Background: an optimization exercise with open tools, aiming at small area and a short achievable clock period. Do not read the settings as production practice.
RTL that was checked went through simulation tests only; none was proved equivalent to the original.
No activity file was given, so power comes from the tool's default toggle rates.

## matmul
module matmul(A,B,y,clk);
    input logic [31:0] A;
    input logic [31:0] B;
    output logic [31:0] y;
    input logic clk;
    logic [7:0] y00, y01, y10, y11;
    matmul_dot2 u00 (.a0(A[31:24]), .b0(B[31:24]), .a1(A[23:16]), .b1(B[15:8]), .y(y00));
    matmul_dot2 u01 (.a0(A[31:24]), .b0(B[23:16]), .a1(A[23:16]), .b1(B[7:0]),  .y(y01));
    matmul_dot2 u10 (.a0(A[15:8]),  .b0(B[31:24]), .a1(A[7:0]),   .b1(B[15:8]), .y(y10));
    matmul_dot2 u11 (.a0(A[15:8]),  .b0(B[23:16]), .a1(A[7:0]),   .b1(B[7:0]),  .y(y11));
    always_ff @(posedge clk)
        y <= {y00, y01, y10, y11};
endmodule
Size in the first run: about 790 cells after synthesis, ~32 flip-flops.
Settings: LEC_CHECK=0, CAP_MARGIN=20, CORE_MARGIN=2, CORE_UTILIZATION=40, CTS_BUF_LIST=sky130_fd_sc_hd__clkbuf_8, SLEW_MARGIN=20, SYNTH_HIERARCHICAL=1, SYNTH_MINIMUM_KEEP_SIZE=0; clock period 10.0 ns.
standard.sh (not shown) runs the stock make flow with config.mk's settings and CLKGATE_MAP_FILE= SYNTH_SCRIPT=/design/flow/synth_recipe.tcl, a recipe that flattens the netlist after the stock synthesis.
==> flow/flow/run.sh <==
#!/bin/bash
# The standard layout (standard.sh) with two changes:
# - buffer_ports gives every port a sky130_fd_sc_hd__buf_8 buffer instead of the delay-buffer
#   cell it picks by default;
# - after global placement, flow/size2.tcl sets each cell that is not near-critical to the smallest drive strength
#   of its family that keeps the worst setup slack, and
#   gives the output ports buf_1 buffers.
# Each tool's full output is in the ORFS logs under orfs/logs; make's output
# is in standard.log.
set -e
export BUFFER_PORTS_ARGS="-buffer_cell sky130_fd_sc_hd__buf_8"
export POST_GLOBAL_PLACE_TCL="$(pwd)/flow/size2.tcl"
bash standard.sh  finish > standard.log 2>&1
Other scripts of this flow, unchanged in this note and not shown: flow/flow/size2.tcl
The baseline finished with timing, DRC and antenna clean.
Then changed:
==> flow/flow/run.sh (replaced) <==
#!/bin/bash
# The standard layout (standard.sh) with two changes:
# - buffer_ports gives every port a sky130_fd_sc_hd__buf_6 buffer instead of the delay-buffer
#   cell it picks by default;
# - after global placement, flow/size2.tcl sets each cell that is not near-critical to the smallest drive strength
#   of its family that keeps the worst setup slack, and
#   gives the output ports buf_1 buffers.
# Each tool's full output is in the ORFS logs under orfs/logs; make's output
# is in standard.log.
set -e
export BUFFER_PORTS_ARGS="-buffer_cell sky130_fd_sc_hd__buf_6"
export POST_GLOBAL_PLACE_TCL="$(pwd)/flow/size2.tcl"
bash standard.sh  finish > standard.log 2>&1
Settings changed: CORE_UTILIZATION 40 to 50.
Result:
- core utilization rose by 11 points
- final cell count went down by about 4%
- die area drops by 19%
- sequential share of layout area stays flat
- global-route usage came out higher by 6.1 points
- wire length went up by about 5.4%
- maximum frequency fell by about 1.6%
- total power went up by about 3.7%
- worst setup slack is worse by 0.068 ns
- synthesized cell count does not change
- sequential power stays flat

========
== lane 1 ==
matmul again, from the RTL that the note above started with.
clock: 10.0 ns
lec_check: 0
cap_margin: 20
core_margin: 2
core_utilization: 40
cts_buf_list: sky130_fd_sc_hd__clkbuf_8
gpl_routability_driven: 0
slew_margin: 20
synth_hierarchical: 1
synth_minimum_keep_size: 0
==> flow/flow/run.sh <==
#!/bin/bash
# The standard layout (standard.sh) with two changes:
# - buffer_ports gives every port a sky130_fd_sc_hd__buf_6 buffer instead of the delay-buffer
#   cell it picks by default;
# - after global placement, flow/size2.tcl sets each cell that is not near-critical to the smallest drive strength
#   of its family that keeps the worst setup slack, and
#   gives the output ports buf_1 buffers.
# Each tool's full output is in the ORFS logs under orfs/logs; make's output
# is in standard.log.
set -e
export BUFFER_PORTS_ARGS="-buffer_cell sky130_fd_sc_hd__buf_6"
export POST_GLOBAL_PLACE_TCL="$(pwd)/flow/size2.tcl"
bash standard.sh  finish > standard.log 2>&1
Other scripts of this flow, unchanged in this note and not shown: flow/flow/size2.tcl
Looking at the reports, lane 1 completed the entire flow and the layout it produced met the timing, DRC and antenna checks.
Modified inputs, lane 2 compared to lane 1
- GPL_TIMING_DRIVEN now 0, previously not set
- GPL_ROUTABILITY_DRIVEN no longer set, was 0
### Flow results
Re required time of the worst setup path: lane 2 and lane 1 aren't equal, and the higher value belongs to lane 1.
Compared with lane 1, lane 2 shows a lower peak per-stage delay on the critical path.
Delta (lane 2 minus lane 1): total detailed-routing wirelength shows a reduction of about 0.8%; total power saw an increase; final cell count moved up; non-clock buffer contribution to total cell area now larger; met1 routing resource usage after global routing went up by 0.33 points.
From lane 1 to lane 2 the numbers moved as follows: global-route usage now sits at about the same level, hold slack saw an increase, post-layout instance area now larger.
> inputs changed (lane 2 -> lane 3)
- CORE_UTILIZATION: 40 -> 33
- GPL_TIMING_DRIVEN: 0 -> unset
Findings:
Relative to lane 2, the global-route usage of lane 3 is lower by 1.7 points. On leakage power summed over all cells, lane 2 and lane 3 are basically level. From lane 2 to lane 3 the numbers moved as follows: fraction of power consumed by the clock network grew by 3.1 points, worst hold slack shrank by 97 ps. Layout overhead on the synthesized area, lane 2 and lane 3: larger value in lane 3. In lane 3, the switching fraction of total power came out 1.5 points above the value in lane 2. Lane 2 → lane 3: slack of the critical path grew by 180 ps; non-clock buffer count shrank by 40. Taking lane 2 as 1.0, lane 3 lands at 1.2 on die area. Via count delta (lane 3 − lane 2): favourable.

========
Another version of the RTL of matmul (not shown whole).
Size: about 97 I/O pins, ~0.0064 sq mm of cells after synthesis.
clock: 10.0 ns
lec_check: 0
cap_margin: 20
core_margin: 2
core_utilization: 40
slew_margin: 20
synth_hierarchical: 1
synth_minimum_keep_size: 0
run.sh (not shown) runs the stock make flow with config.mk's settings and CLKGATE_MAP_FILE= SYNTH_SCRIPT=/design/flow/synth_recipe.tcl, a recipe that flattens the netlist after the stock synthesis.
Stock flow here: none of the scripts above is used.
Rerun with:
==> flow/flow/run.sh (new file) <==
#!/bin/bash
# The standard layout (standard.sh), except that buffer_ports uses
# sky130_fd_sc_hd__buf_1 for the port buffers instead of the delay-buffer cell it picks by default.
set -e
export BUFFER_PORTS_ARGS="-buffer_cell sky130_fd_sc_hd__buf_1"
bash standard.sh > standard.log 2>&1
==> flow/standard.sh (new file) <==
#!/bin/bash
# synth_recipe.tcl (not shown) runs the flow's synth.tcl, then flattens the netlist and writes it again
# the make line also repeats each setting of config.mk as NAME=value (left out here)
make -C /OpenROAD-flow-scripts/flow DESIGN_CONFIG=/design/flow/config.mk WORK_HOME=/design/flow/orfs CLKGATE_MAP_FILE= SYNTH_SCRIPT=/design/flow/synth_recipe.tcl "${@:-finish}"
SETUP_SLACK_MARGIN = 1.5   (was default)
removed: flow/run.sh
Design area is lower by 7.3%.
Die area stays the same.
Routed wire length drops by 4.2%.
Global-route usage is lower by 1.1 points.
Utilization is lower by 3.5 points.
Setup slack gains 360 ps.
Worst hold slack loses 370 ps.
Sequential power barely changes.
Power went down by 5.8%.
Rerun with:
CORE_UTILIZATION = 70   (was 40)
PLACE_DENSITY = 0.8   (was default)
SETUP_SLACK_MARGIN = 3.5   (was 1.5)
Result: Global-route usage grows by 16 points. Design area shrinks by 1.6%. Sequential power stays flat. Fmax grows by 5.3%. Clock-buffer cell count is unchanged. Sequential share of layout area grows by 0.15 points. Power barely changes. Routed wire length grows by 1.9%. Setup slack gets better by 340 ps. Non-clock buffer count grows by 1. Critical path depth grows by 1.
Rerun with:
CORE_UTILIZATION = 40   (was 70)
PLACE_DENSITY = default   (was 0.8)
SETUP_SLACK_MARGIN = 5   (was 3.5)
- The changed run produced a clean layout
- non-clock buffer count is lower by 1
- setup slack improved by 590 ps
- die area is higher by 72%
- total power is higher by 2.5%
- cell area is higher by 11%
- via count is lower by 4.4%
No functional check of the RTL was part of any run of this note.

========
matmul, a different RTL version from the one above (not shown whole).
Size in the first run: roughly 780 cells after synthesis, about 32 flip-flops, about 97 I/O pins, about 6700 um2 of cells after synthesis.
export LEC_CHECK = 0
export CAP_MARGIN = 20
export CORE_MARGIN = 2
export CORE_UTILIZATION = 40
export SLEW_MARGIN = 20
export SYNTH_HIERARCHICAL = 1
export SYNTH_MINIMUM_KEEP_SIZE = 0
create_clock -name core_clock -period 10.0 [get_ports {clk}]
standard.sh (not shown) runs the stock make flow with config.mk's settings and CLKGATE_MAP_FILE= SYNTH_SCRIPT=/design/flow/synth_recipe.tcl, a recipe that flattens the netlist after the stock synthesis.
==> flow/flow/run.sh <==
#!/bin/bash
# The standard layout (standard.sh), except that buffer_ports uses
# sky130_fd_sc_hd__buf_1 for the port buffers instead of the delay-buffer cell it picks by default.
set -e
export BUFFER_PORTS_ARGS="-buffer_cell sky130_fd_sc_hd__buf_1"
bash standard.sh SETUP_SLACK_MARGIN=5.4 finish > standard.log 2>&1
Rerun with:
==> flow/flow/run.sh (replaced) <==
#!/bin/bash
# The standard layout (standard.sh), except that buffer_ports uses
# sky130_fd_sc_hd__buf_2 for the port buffers instead of the delay-buffer cell it picks by default.
set -e
export BUFFER_PORTS_ARGS="-buffer_cell sky130_fd_sc_hd__buf_2"
bash standard.sh  finish > standard.log 2>&1
After rerunning:
- routed wire length drops by 3.3%
- cell count shrinks by about 0.8%
- first-iteration DRC count went up by about 36%
- total power came out lower by about 1.2%
- flip-flop and latch count is unchanged
- via count went down by 3.1%
- sequential power is lower by about 2%
- utilization drops by 1.5 points
- global-route usage decreases by 0.33 points
- combinational power is about the same
Rerun with:
==> flow/flow/run.sh (replaced) <==
#!/bin/bash
# The standard layout (standard.sh) with two changes to the port buffers:
# buffer_ports uses sky130_fd_sc_hd__buf_2 for them instead of the delay-buffer cell it picks by
# default, and after global placement flow/outbuf.tcl sets the output ports'
# buffers to buf_1 (they only drive the pin load).
set -e
export BUFFER_PORTS_ARGS="-buffer_cell sky130_fd_sc_hd__buf_2"
export POST_GLOBAL_PLACE_TCL="$(pwd)/flow/outbuf.tcl"
bash standard.sh  finish > standard.log 2>&1
==> flow/flow/outbuf.tcl (new file) <==
# Output ports only drive their pin load: their port buffers get the smallest
# buffer cell (the input ports keep the cell buffer_ports used).
set outbuf sky130_fd_sc_hd__buf_1
set n 0
foreach port [all_outputs] {
  set net [get_nets [get_full_name $port]]
  foreach pin [get_pins -of_objects $net -filter "direction == output"] {
    set inst [get_cells -of_objects $pin]
    set cell [get_property [get_property $inst liberty_cell] name]
    if {[string match "sky130_fd_sc_hd__buf_*" $cell] && $cell ne $outbuf} {
      replace_cell $inst $outbuf
      incr n
    }
  }
}
puts "outbuf.tcl: $n output port buffers set to $outbuf"
Result:
- The new run passed the timing, DRC and antenna checks
- design area falls slightly
- worst hold slack got worse by 0.0041 ns
- fmax stays flat
No functional check of the RTL was part of any run of this note.

========
The RTL this note starts from:
==> flow/design.v <==
module matmul_fa (input logic a, input logic b, input logic c, output logic s, output logic co);
  assign s = a ^ b ^ c;
  assign co = (a & b) | (a & c) | (b & c);
endmodule
module matmul_dot2 (input logic [7:0] a0, input logic [7:0] b0,
                    input logic [7:0] a1, input logic [7:0] b1,
                    output logic [7:0] y);
  wire n1 = ~(a0[0] & b0[0]);
  wire n2 = ~(a1[0] & b1[0]);
  wire n3 = n1 ^ n2;
  wire n4 = ~(a0[0] & b0[0] & a1[0] & b1[0]);
  wire n5 = ~(a0[0] & b0[1]);
  wire n6 = ~(a0[1] & b0[0]);
  wire n7 = ~(a1[0] & b1[1]);
  wire n8 = ~(a1[1] & b1[0]);
  wire n9, n10;
  matmul_fa un9 (.a(n4), .b(n5), .c(n6), .s(n9), .co(n10));
  wire n11, n12;
  matmul_fa un11 (.a(n7), .b(n8), .c(n9), .s(n11), .co(n12));
  wire n13 = ~n11;
  wire n14 = ~(a0[0] & b0[2]);
  wire n15 = ~(a0[1] & b0[1]);
  wire n16 = ~(n14 ^ n15);
  wire n17 = ~(a0[0] & b0[2] & a0[1] & b0[1]);
  wire n18 = ~(a0[2] & b0[0]);
  wire n19 = ~(a1[0] & b1[2]);
  wire n20 = ~(a1[1] & b1[1]);
  wire n21 = ~(a1[2] & b1[0]);
  wire n22, n23;
  matmul_fa un22 (.a(n18), .b(n19), .c(n20), .s(n22), .co(n23));
  wire n24, n25;
  matmul_fa un24 (.a(n21), .b(n16), .c(n10), .s(n24), .co(n25));
  wire n26, n27;
  matmul_fa un26 (.a(n22), .b(n24), .c(n12), .s(n26), .co(n27));
  wire n28 = ~n26;
  wire n29 = ~(a0[0] & b0[3]);
  wire n30 = ~(a0[1] & b0[2]);
  wire n31 = ~(n29 ^ n30);
  wire n32 = ~(a0[0] & b0[3] & a0[1] & b0[2]);
  wire n33 = ~(a0[2] & b0[1]);
  wire n34 = ~(a0[3] & b0[0]);
  wire n35 = ~(a1[0] & b1[3]);
  wire n36 = ~(a1[1] & b1[2]);
  wire n37 = ~(a1[2] & b1[1]);
  wire n38 = ~(a1[3] & b1[0]);
  wire n39, n40;
  matmul_fa un39 (.a(n17), .b(n33), .c(n34), .s(n39), .co(n40));
  wire n41, n42;
  matmul_fa un41 (.a(n35), .b(n36), .c(n37), .s(n41), .co(n42));
  wire n43, n44;
  matmul_fa un43 (.a(n38), .b(n31), .c(n23), .s(n43), .co(n44));
  wire n45, n46;
  matmul_fa un45 (.a(n39), .b(n41), .c(n25), .s(n45), .co(n46));
  wire n47, n48;
  matmul_fa un47 (.a(n43), .b(n45), .c(n27), .s(n47), .co(n48));
  wire n49 = ~n47;
  wire n50 = ~(a0[0] & b0[4]);
  wire n51 = ~(a0[1] & b0[3]);
  wire n52 = ~(n50 ^ n51);
  wire n53 = ~(a0[0] & b0[4] & a0[1] & b0[3]);
  wire n54 = ~(a0[2] & b0[2]);
  wire n55 = ~(a0[3] & b0[1]);
  wire n56 = ~(a0[4] & b0[0]);
  wire n57 = ~(a1[0] & b1[4]);
  wire n58 = ~(a1[1] & b1[3]);
  wire n59 = ~(a1[2] & b1[2]);
  wire n60 = ~(a1[3] & b1[1]);
  wire n61 = ~(a1[4] & b1[0]);
  wire n62, n63;
  matmul_fa un62 (.a(n32), .b(n54), .c(n55), .s(n62), .co(n63));
  wire n64, n65;
  matmul_fa un64 (.a(n56), .b(n57), .c(n58), .s(n64), .co(n65));
  wire n66, n67;
  matmul_fa un66 (.a(n59), .b(n60), .c(n61), .s(n66), .co(n67));
  wire n68, n69;
  matmul_fa un68 (.a(n52), .b(n40), .c(n42), .s(n68), .co(n69));
  wire n70, n71;
  matmul_fa un70 (.a(n62), .b(n64), .c(n66), .s(n70), .co(n71));
  wire n72, n73;
  matmul_fa un72 (.a(n44), .b(n68), .c(n70), .s(n72), .co(n73));
  wire n74, n75;
  matmul_fa un74 (.a(n46), .b(n72), .c(n48), .s(n74), .co(n75));
  wire n76 = ~n74;
  wire n77 = ~(a0[0] & b0[5]);
  wire n78 = ~(a0[1] & b0[4]);
  wire n79 = ~(n77 ^ n78);
  wire n80 = ~(a0[0] & b0[5] & a0[1] & b0[4]);
  wire n81 = ~(a0[2] & b0[3]);
  wire n82 = ~(a0[3] & b0[2]);
  wire n83 = ~(a0[4] & b0[1]);
  wire n84 = ~(a0[5] & b0[0]);
  wire n85 = ~(a1[0] & b1[5]);
  wire n86 = ~(a1[1] & b1[4]);
  wire n87 = ~(a1[2] & b1[3]);
  wire n88 = ~(a1[3] & b1[2]);
  wire n89 = ~(a1[4] & b1[1]);
  wire n90 = ~(a1[5] & b1[0]);
  wire n91, n92;
  matmul_fa un91 (.a(n53), .b(n81), .c(n82), .s(n91), .co(n92));
  wire n93, n94;
  matmul_fa un93 (.a(n83), .b(n84), .c(n85), .s(n93), .co(n94));
  wire n95, n96;
  matmul_fa un95 (.a(n86), .b(n87), .c(n88), .s(n95), .co(n96));
  wire n97, n98;
  matmul_fa un97 (.a(n89), .b(n90), .c(n79), .s(n97), .co(n98));
  wire n99, n100;
  matmul_fa un99 (.a(n63), .b(n65), .c(n67), .s(n99), .co(n100));
  wire n101, n102;
  matmul_fa un101 (.a(n91), .b(n93), .c(n95), .s(n101), .co(n102));
  wire n103, n104;
  matmul_fa un103 (.a(n97), .b(n69), .c(n71), .s(n103), .co(n104));
  wire n105, n106;
  matmul_fa un105 (.a(n99), .b(n101), .c(n103), .s(n105), .co(n106));
  wire n107, n108;
  matmul_fa un107 (.a(n73), .b(n105), .c(n75), .s(n107), .co(n108));
  wire n109 = ~n107;
  wire n110 = ~(a0[0] & b0[6]);
  wire n111 = ~(a0[1] & b0[5]);
  wire n112 = ~(n110 ^ n111);
  wire n113 = ~(a0[0] & b0[6] & a0[1] & b0[5]);
  wire n114 = ~(a0[2] & b0[4]);
  wire n115 = ~(a0[3] & b0[3]);
  wire n116 = ~(a0[4] & b0[2]);
  wire n117 = ~(a0[5] & b0[1]);
  wire n118 = ~(a0[6] & b0[0]);
  wire n119 = ~(a1[0] & b1[6]);
  wire n120 = ~(a1[1] & b1[5]);
  wire n121 = ~(a1[2] & b1[4]);
  wire n122 = ~(a1[3] & b1[3]);
  wire n123 = ~(a1[4] & b1[2]);
  wire n124 = ~(a1[5] & b1[1]);
  wire n125 = ~(a1[6] & b1[0]);
  wire n126, n127;
  matmul_fa un126 (.a(n80), .b(n114), .c(n115), .s(n126), .co(n127));
  wire n128, n129;
  matmul_fa un128 (.a(n116), .b(n117), .c(n118), .s(n128), .co(n129));
  wire n130, n131;
  matmul_fa un130 (.a(n119), .b(n120), .c(n121), .s(n130), .co(n131));
  wire n132, n133;
  matmul_fa un132 (.a(n122), .b(n123), .c(n124), .s(n132), .co(n133));
  wire n134, n135;
  matmul_fa un134 (.a(n125), .b(n112), .c(n92), .s(n134), .co(n135));
  wire n136, n137;
  matmul_fa un136 (.a(n94), .b(n96), .c(n126), .s(n136), .co(n137));
  wire n138, n139;
  matmul_fa un138 (.a(n128), .b(n130), .c(n132), .s(n138), .co(n139));
  wire n140, n141;
  matmul_fa un140 (.a(n98), .b(n100), .c(n134), .s(n140), .co(n141));
  wire n142, n143;
  matmul_fa un142 (.a(n102), .b(n136), .c(n138), .s(n142), .co(n143));
  wire n144, n145;
  matmul_fa un144 (.a(n104), .b(n140), .c(n142), .s(n144), .co(n145));
  wire n146, n147;
  matmul_fa un146 (.a(n106), .b(n144), .c(n108), .s(n146), .co(n147));
  wire n148 = ~n146;
  wire n149 = a0[0] & b0[7];
  wire n150 = a0[1] & b0[6];
  wire n151 = a0[2] & b0[5];
  wire n152 = a0[3] & b0[4];
  wire n153 = a0[4] & b0[3];
  wire n154 = a0[5] & b0[2];
  wire n155 = a0[6] & b0[1];
  wire n156 = a0[7] & b0[0];
  wire n157 = a1[0] & b1[7];
  wire n158 = a1[1] & b1[6];
  wire n159 = a1[2] & b1[5];
  wire n160 = a1[3] & b1[4];
  wire n161 = a1[4] & b1[3];
  wire n162 = a1[5] & b1[2];
  wire n163 = a1[6] & b1[1];
  wire n164 = a1[7] & b1[0];
  wire n165 = n113 ^ n149;
  wire n166 = n150 ^ n151;
  wire n167 = n152 ^ n153;
  wire n168 = n154 ^ n155;
  wire n169 = n156 ^ n157;
  wire n170 = n158 ^ n159;
  wire n171 = n160 ^ n161;
  wire n172 = n162 ^ n163;
  wire n173 = n164 ^ n165;
  wire n174 = n166 ^ n167;
  wire n175 = n168 ^ n169;
  wire n176 = n170 ^ n171;
  wire n177 = n172 ^ n173;
  wire n178 = n174 ^ n175;
  wire n179 = n176 ^ n127;
  wire n180 = n129 ^ n131;
  wire n181 = n133 ^ n177;
  wire n182 = n178 ^ n179;
  wire n183 = n180 ^ n181;
  wire n184 = n182 ^ n135;
  wire n185 = n137 ^ n139;
  wire n186 = n183 ^ n184;
  wire n187 = n185 ^ n186;
  wire n188 = n141 ^ n187;
  wire n189 = n143 ^ n188;
  wire n190 = n189 ^ n145;
  wire n191 = n190 ^ n147;
  assign y = {n191, n148, n109, n76, n49, n28, n13, n3};
endmodule
module matmul(A,B,y,clk);
    input logic [31:0] A;
    input logic [31:0] B;
    output logic [31:0] y;
    input logic clk;
    logic [7:0] y00, y01, y10, y11;
    matmul_dot2 u00 (.a0(A[31:24]), .b0(B[31:24]), .a1(A[23:16]), .b1(B[15:8]), .y(y00));
    matmul_dot2 u01 (.a0(A[31:24]), .b0(B[23:16]), .a1(A[23:16]), .b1(B[7:0]),  .y(y01));
    matmul_dot2 u10 (.a0(A[15:8]),  .b0(B[31:24]), .a1(A[7:0]),   .b1(B[15:8]), .y(y10));
    matmul_dot2 u11 (.a0(A[15:8]),  .b0(B[23:16]), .a1(A[7:0]),   .b1(B[7:0]),  .y(y11));
    always_ff @(posedge clk)
        y <= {y00, y01, y10, y11};
endmodule
export LEC_CHECK = 0
export CAP_MARGIN = 20
export CORE_MARGIN = 2
export CORE_UTILIZATION = 40
export SETUP_SLACK_MARGIN = 5
export SLEW_MARGIN = 20
export SYNTH_HIERARCHICAL = 1
export SYNTH_MINIMUM_KEEP_SIZE = 0
create_clock -name core_clock -period 10.0 [get_ports {clk}]
==> flow/flow/run.sh <==
#!/bin/bash
# The standard layout (standard.sh), except that buffer_ports uses
# sky130_fd_sc_hd__buf_1 for the port buffers instead of the delay-buffer cell it picks by default.
set -e
export BUFFER_PORTS_ARGS="-buffer_cell sky130_fd_sc_hd__buf_1"
bash standard.sh > standard.log 2>&1
The first run completed without violations.
Edit:
--- a/flow/config.mk
+++ b/flow/config.mk
@@ -11 +11 @@
-export SETUP_SLACK_MARGIN = 5
+export SETUP_SLACK_MARGIN = 3.5
Result: The new run passed the timing, DRC and antenna checks; cell area shrinks by a few percent; worst hold slack gains 0.018 ns; power grows by a few percent; via count shrinks by a few percent; routed wire length shrinks by a little under a tenth; worst setup slack loses 0.59 ns.
Function was not checked in any run of this note: the RTL went through the layout flow alone.

==> separate check: timing with driven ports <==
In the flow no input, the clock included, has a driving cell. The finished layouts below were timed again as built, in two steps.
Step 1, drivers: a clkbuf_16 drives clk and a buf_2 each remaining input, both assumed.
Step 2 times the ports against the registers' clock, not the clock port: input delays grow and output delays shrink by t, the midpoint of the rising clock arrivals with the driver on.
Slacks: no drivers / after step 1 / after step 2; pairs: no drivers / after step 1.
run	shift t [ns]	setup WS [ns]	worst slew at a driven data input, ns
the first run of note 1	0.319	5.689 / 5.656 / 5.337	0.08
the second run of note 1	0.346	5.621 / 5.611 / 5.265	0.04
lane 1	0.322	5.694 / 5.673 / 5.351	0.06
lane 2	0.333	5.501 / 5.468 / 5.135	0.09
lane 3	0.347	5.684 / 5.680 / 5.334	0.06
the first run of note 3	0.330	2.922 / 2.933 / 2.603	0.05
the second run of note 3	0.332	3.286 / 3.292 / 2.960	0.06
the third run of note 3	0.318	3.627 / 3.635 / 3.317	0.04
the fourth run of note 3	0.330	4.213 / 4.214 / 3.884	0.07
the first run of note 4	0.331	5.521 / 5.537 / 5.206	0.05
the second run of note 4	0.310	5.294 / 5.307 / 4.997	0.05
the third run of note 4	0.309	5.301 / 5.318 / 5.009	0.04
the first run of note 5	0.337	4.230 / 4.243 / 3.906	0.07
the second run of note 5	0.335	3.639 / 3.656 / 3.322	0.06
After both steps every run listed still meets setup and hold. The setup slack of lane 2, which loses most, moves by -0.033 ns with the drivers and by -0.366 ns with both steps.
